This is an optimization exercise on Yosys and OpenROAD, whose aim is small area, not a production implementation.
No functional check of the RTL was part of any run shown here.

## flow/design.v (module list and top-level ports; edited modules follow where they fit)
// module fir_fa: 4 lines
// module fir_ha: 4 lines
// module FIR_pipeline: 5190 lines
module FIR_pipeline #(
   parameter N_taps = 33
)(
   input  clk,
   input  reset_n,
   input  [23:0] data_in,
   output [23:0] data_out
);
  // ...
==> flow/run.sh <==
#!/bin/bash
# synth_recipe.tcl (not shown) runs the flow's synth.tcl, then flattens the netlist and writes it again
# the make line also repeats each setting of config.mk as NAME=value (left out here)
make -C /OpenROAD-flow-scripts/flow DESIGN_CONFIG=/design/flow/config.mk WORK_HOME=/design/flow/orfs CLKGATE_MAP_FILE= SYNTH_SCRIPT=/design/flow/synth_recipe.tcl finish
==> flow/config.mk <==
export PLATFORM = sky130hd
export DESIGN_NAME = FIR_pipeline
export DESIGN_NICKNAME = FIR_pipeline
export VERILOG_FILES = /design/flow/design.v
export SDC_FILE = /design/flow/constraint.sdc
export NUM_CORES = 4
export LEC_CHECK = 0
export CAP_MARGIN = 20
export CORE_MARGIN = 2
export CORE_UTILIZATION = 60
export CTS_BUF_LIST = sky130_fd_sc_hd__clkbuf_16
export CTS_CLUSTER_DIAMETER = 100
export CTS_CLUSTER_SIZE = 25
export GPL_TIMING_DRIVEN = 0
export SLEW_MARGIN = 20
export SYNTH_HIERARCHICAL = 1
export SYNTH_MINIMUM_KEEP_SIZE = 0
==> flow/constraint.sdc <==
create_clock -name core_clock -period 13.0 [get_ports {clk}]
set_input_delay 2.6000 -clock core_clock [delete_from_list [all_inputs] [get_ports {clk}]]
set_output_delay 2.6000 -clock core_clock [all_outputs]
set_load 0.01 [all_outputs]
==> out/results.tsv, run 1 <==
stage	metric	value	unit
global_route	met2 global-route usage	66.5	%
routing	Final ANT Viol Nets	0	
timing	worst setup margin	323	ps
worst_hold_path	WHS Endpoint	h12[23]	
yosys	post-synthesis compound-gate area fraction	0.632	%
layout	Filler Cells Inserted	8368	
timing	RSZ-0062 raised after global routing	false	
yosys	post-synthesis average cell area	19.1	um2
yosys	Post-synth EDFFs	0	
timing	Worst Tran Pin Value	1220	ps
layout	area grow syn2layout	5.88	%
floorplanning	height of the die	353	um
timing	Final Skew	73.9	ps
floorplanning	Rows	128	
timing	Final Cycle Share	97.5	%
place	RePlAce Congestion	1.04	
global_route	busiest grt layer	met2	
layout	dominant kind of cell	multi-input combinational cells	
floorplanning	I/O pins	50	
clock_network	TritonCTS clock tree	built	
yosys	Ys Warns	7	
critical_path	CP delay by family, top	adder cells	
status	outcome	complete, no violations	
routing	drt via density	6.46	
timing	Rel. slew slack	18.6	%
==> run 2, diff against run 1 <==
==> flow/flow/run.sh (new file) <==
#!/bin/bash
set -euo pipefail
cat >> config.mk <<'EOT'
export BUFFER_PORTS_ARGS = -buffer_cell sky130_fd_sc_hd__buf_1
export CTS_ARGS = -sink_clustering_enable -repair_clock_nets -dont_use_dummy_load -sink_clustering_size 25 -sink_clustering_max_diameter 100 -buf_list sky130_fd_sc_hd__clkbuf_16
EOT
bash standard.sh > standard.log 2>&1
==> flow/standard.sh (new file) <==
#!/bin/bash
# synth_recipe.tcl (not shown) runs the flow's synth.tcl, then flattens the netlist and writes it again
# the make line also repeats each setting of config.mk as NAME=value (left out here)
make -C /OpenROAD-flow-scripts/flow DESIGN_CONFIG=/design/flow/config.mk WORK_HOME=/design/flow/orfs CLKGATE_MAP_FILE= SYNTH_SCRIPT=/design/flow/synth_recipe.tcl "${@:-finish}"
--- a/flow/config.mk
+++ b/flow/config.mk
@@ -15,3 +15,5 @@
 export SLEW_MARGIN = 20
 export SYNTH_HIERARCHICAL = 1
 export SYNTH_MINIMUM_KEEP_SIZE = 0
+export BUFFER_PORTS_ARGS = -buffer_cell sky130_fd_sc_hd__buf_1
+export CTS_ARGS = -sink_clustering_enable -repair_clock_nets -dont_use_dummy_load -sink_clustering_size 25 -sink_clustering_max_diameter 100 -buf_list sky130_fd_sc_hd__clkbuf_16
removed: flow/run.sh
==> run 2 against run 1 <==
- first-iteration DRC count up 6.4%
- still clean
- synthesized cell count unchanged
- hold slack worse by 44 ps
- flip-flop and latch count unchanged
==> out/results.tsv, run 2 <==
stage	metric	value	unit	change
place	RePlAce Congestion	1.05		was 1.04
routing	violation count after the first detailed-route iteration	4415		was 4148
critical_path	crit path capture type	flip-flop		unchanged
clock_network	CTS Buffer Depth	3		unchanged
clock_network	Root Driver	clkbuf_16		unchanged
routing	Final ANT Viol Nets	0		unchanged
floorplanning	Rows	128		unchanged
timing	Sum Neg Setup Slack	0	ps	unchanged
clock_network	Clk pin slew, worst setup/hold paths	100	ps	was 90 ps
timing	Rel. slew slack	22.4	%	was 18.6%
global_route	global-route wire length before repair	364	mm	was 356 mm
critical_path	CP max stage delay	960	ps	was 860 ps
yosys	sequential cell area fraction in the yosys report	28.6	%	unchanged
place	Placed Cells	5560		was 5541
layout	most common cell after layout, fill and taps aside	fa_1		unchanged
critical_path	most frequent CP cell	fa_1		unchanged
yosys	biggest area consumer among synthesized cells	fa_1		unchanged
routing	drt first pass iters	8		was 5
global_route	largest net degree at the start of global routing	39		was 111
yosys	Distinct cells, synth	50		unchanged
clock_network	CTS Buf Count	44		was 46
global_route	GRT Residual Overflow	0		unchanged
timing	RSZ-0062 raised after global routing	false		unchanged
global_route	vias in the first global route	45400		was 44600
layout	Non-Filler Instances	5605		was 5608
yosys	Post-synth top cells	fa_1 (2415), dfrtp_1 (800), inv_1 (286)		unchanged
yosys	ranking of synthesized cells by area	fa_1 (66%), dfrtp_1 (27%), ha_1 (2.3%)		unchanged
global_route	Total GRT Usage	44.8	%	was 43.9%
critical_path	slowest CP cell	fa_1		unchanged
critical_path	Reg2Reg Depth	26		was 27
global_route	initial antenna violation count	5		was 2
layout	most frequent cells in the layout	fa_1 (2414), dfrtp_1 (800), inv_1 (286)		was fa_1 (2415), dfrtp_1 (800), inv_1 (290)
routing	drt via density	6.53		was 6.46
layout	design area	77100	um2	was 77400 um2
yosys	Gate Count Post-Synth	3834		unchanged
layout	layout cells sized above 1	3.14	%	was 3.09%
yosys	area share of the largest cell type after synthesis	66.2	%	unchanged
timing	Hold Vio Cnt, Final	0		unchanged
timing	Final Skew	83.2	ps	was 73.9 ps
floorplanning	die width	353	um	unchanged
clock_network	clock sinks	833		unchanged
status	outcome	complete, no violations		unchanged
timing	post-layout min period	12680	ps	about the same
worst_hold_path	hold-critical path depth	0		unchanged
layout	area grow syn2layout	5.47	%	was 5.88%
routing	DRC	0		unchanged
worst_hold_path	Hold Crit Class	flip-flop to flip-flop		unchanged
timing	worst setup margin	320	ps	was 323 ps
yosys	post-synthesis async set-or-reset flop share	100	%	unchanged
layout	Layout Nets	6557		was 6540
yosys	Post-synth EDFFs	0		unchanged
routing	DR WL/cell	46.5	um	was 45.6 um
timing	fmax	78.9	MHz	about the same
timing	Worst Tran Pin Value	1160	ps	was 1220 ps
yosys	post-synthesis average cell area	19.1	um2	unchanged
timing	Final Max Tran Viols	0		unchanged
yosys	ys flop type	dfrtp_1		unchanged
timing	Final Setup Violations	0		unchanged
place	PortBufs	49		unchanged
floorplanning	die area	125000	um2	unchanged
critical_path	Critical Path AT	13140	ps	was 13230 ps
yosys	most common cell in the netlist	fa_1		unchanged
floorplanning	Initial Util	60.2	%	unchanged
yosys	Mapped Area	73100	um2	unchanged
floorplanning	I/O pins	50		unchanged
clock_network	H-tree levels	2		unchanged
place	hpwl dp	235	mm	was 231 mm
clock_network	hold_buf cts	0		unchanged
clock_network	worst skew pair latency	670	ps	was 730 ps
critical_path	Worst Path Required	13460	ps	was 13550 ps
clock_network	post-CTS sizing	0		unchanged
place	Setup WS pre-CTS	443	ps	was 472 ps
clock_network	TritonCTS clock tree	built		unchanged
timing	Final Cycle Share	97.5	%	about the same
floorplanning	height of the die	353	um	unchanged
floorplanning	core area	121000	um2	unchanged
routing	routed wire length	261	mm	was 256 mm
critical_path	Crit Path Category	flip-flop to flip-flop		unchanged
critical_path	startpoint types	flip-flop		unchanged
routing	via count	36600		was 36200
job	Max Cap Viol	0		unchanged
yosys	Ys Warns	7		unchanged
yosys	synthesis-stage register bit count	833		unchanged
critical_path	CP Max Fanout	3		unchanged
clock_network	# Post-CTS Setup Buffers	0		unchanged
place	dpl cell area	76000	um2	was 75900 um2
-- run 2: cell counts after synthesis --
Identical to the previous run, type by type.
-- run 2: per-layer routing --
layer	up-vias	part of all wire, %	GRT usage (%)
met2	2542	47	68.3
met3	773	11	13.1
li1	11900	-	-
met5	-	0.014	0
met4	6	7.3	24.5
met1	21400	35	59.5
-- run 2: logic make-up after synthesis --
family                     share of synthesized area (%)
other                                            0.00513
xor gates and xnor gates                           0.240
AOI/OAI and AO/OA                                  0.632
buffers and inverters                               1.51
and+or+nand+nor                                    0.568
DFF                                                 28.6
adders and majority gates                           68.5
-- run 2: modules after synthesis, one instance, submodules excluded --
| module | cell area, um2 | cells inside |
|---|---|---|
| fir_ha | 12.5 | 1 |
| FIR_pipeline | 23400 | 1308 |
| fir_fa | 20.0 | 1 |
-- run 2: area by class of cell --
class | count | area, um2
diodes | 1 | 2.50
plain buffers | 4 | 31.3
clock buffers | 44 | 1100
fillers | 8393 | 44300
inverters | 286 | 1070
multi-input cells | 2736 | 51200
flip-flops and latches | 833 | 20900
well taps | 1625 | 2030
repair buffers | 76 | 763
-- run 2: critical path: cells and delay by family (launching register included) --
family          cells  cell delay (ps)
fa+ha+maj          20             9880
compound gates      4             1760
flops               1              400
simple gates        1              310
buf+inv             1              100
-- run 2: final timing paths --
kind / slack (ps) / to / from
setup / recovery: 320 / out_c / h27[0]
hold / removal: 330 / h13[23] / h12[23]
max in group asynchronous: 8250 / h3[12] / reset_n
hold reg to reg: 330 / h13[23] / h12[23]
min in group asynchronous: 1900 / h31[11] / reset_n
setup reg to reg: 320 / out_c / h27[0]
-- run 2: metrics by stage --
| stage | hold slack [ps] | util, % |
|---|---|---|
| after floorplan | 357 | - |
| after global placement | 362 | 62.1 |
| after detailed placement | 368 | 62.6 |
| after CTS | 337 | 63.5 |
| after global routing | 334 | 63.5 |
| final | 328 | 63.5 |

## port drivers added, routing unchanged
The results above use ideal ports. As a check the final layouts listed here were re-extracted and re-timed, cells and wires unchanged.
Step 1 assumes that a clkbuf_16 drives the clock port and a buf_2 every other input.
Step 2 moves the port delays by t, midway between the first and last clock arrival at a register: inputs arrive t later, outputs are due t later. That takes back most of the time a late clock gives input paths.
Slacks: ideal ports / drivers / drivers and shift; pairs: ideal ports / drivers.
| run | t (ns) | setup slack, ns | clock arrival spread, ns | worst data-port slew with drivers (ns) |
|---|---|---|---|---|
| run 1 | 0.781 | 0.323 / 0.323 / 0.323 | 0.076 / 0.077 | 0.05 |
| run 2 | 0.707 | 0.320 / 0.320 / 0.320 | 0.083 / 0.083 | 0.04 |
After both steps setup and hold are still met in every run listed.
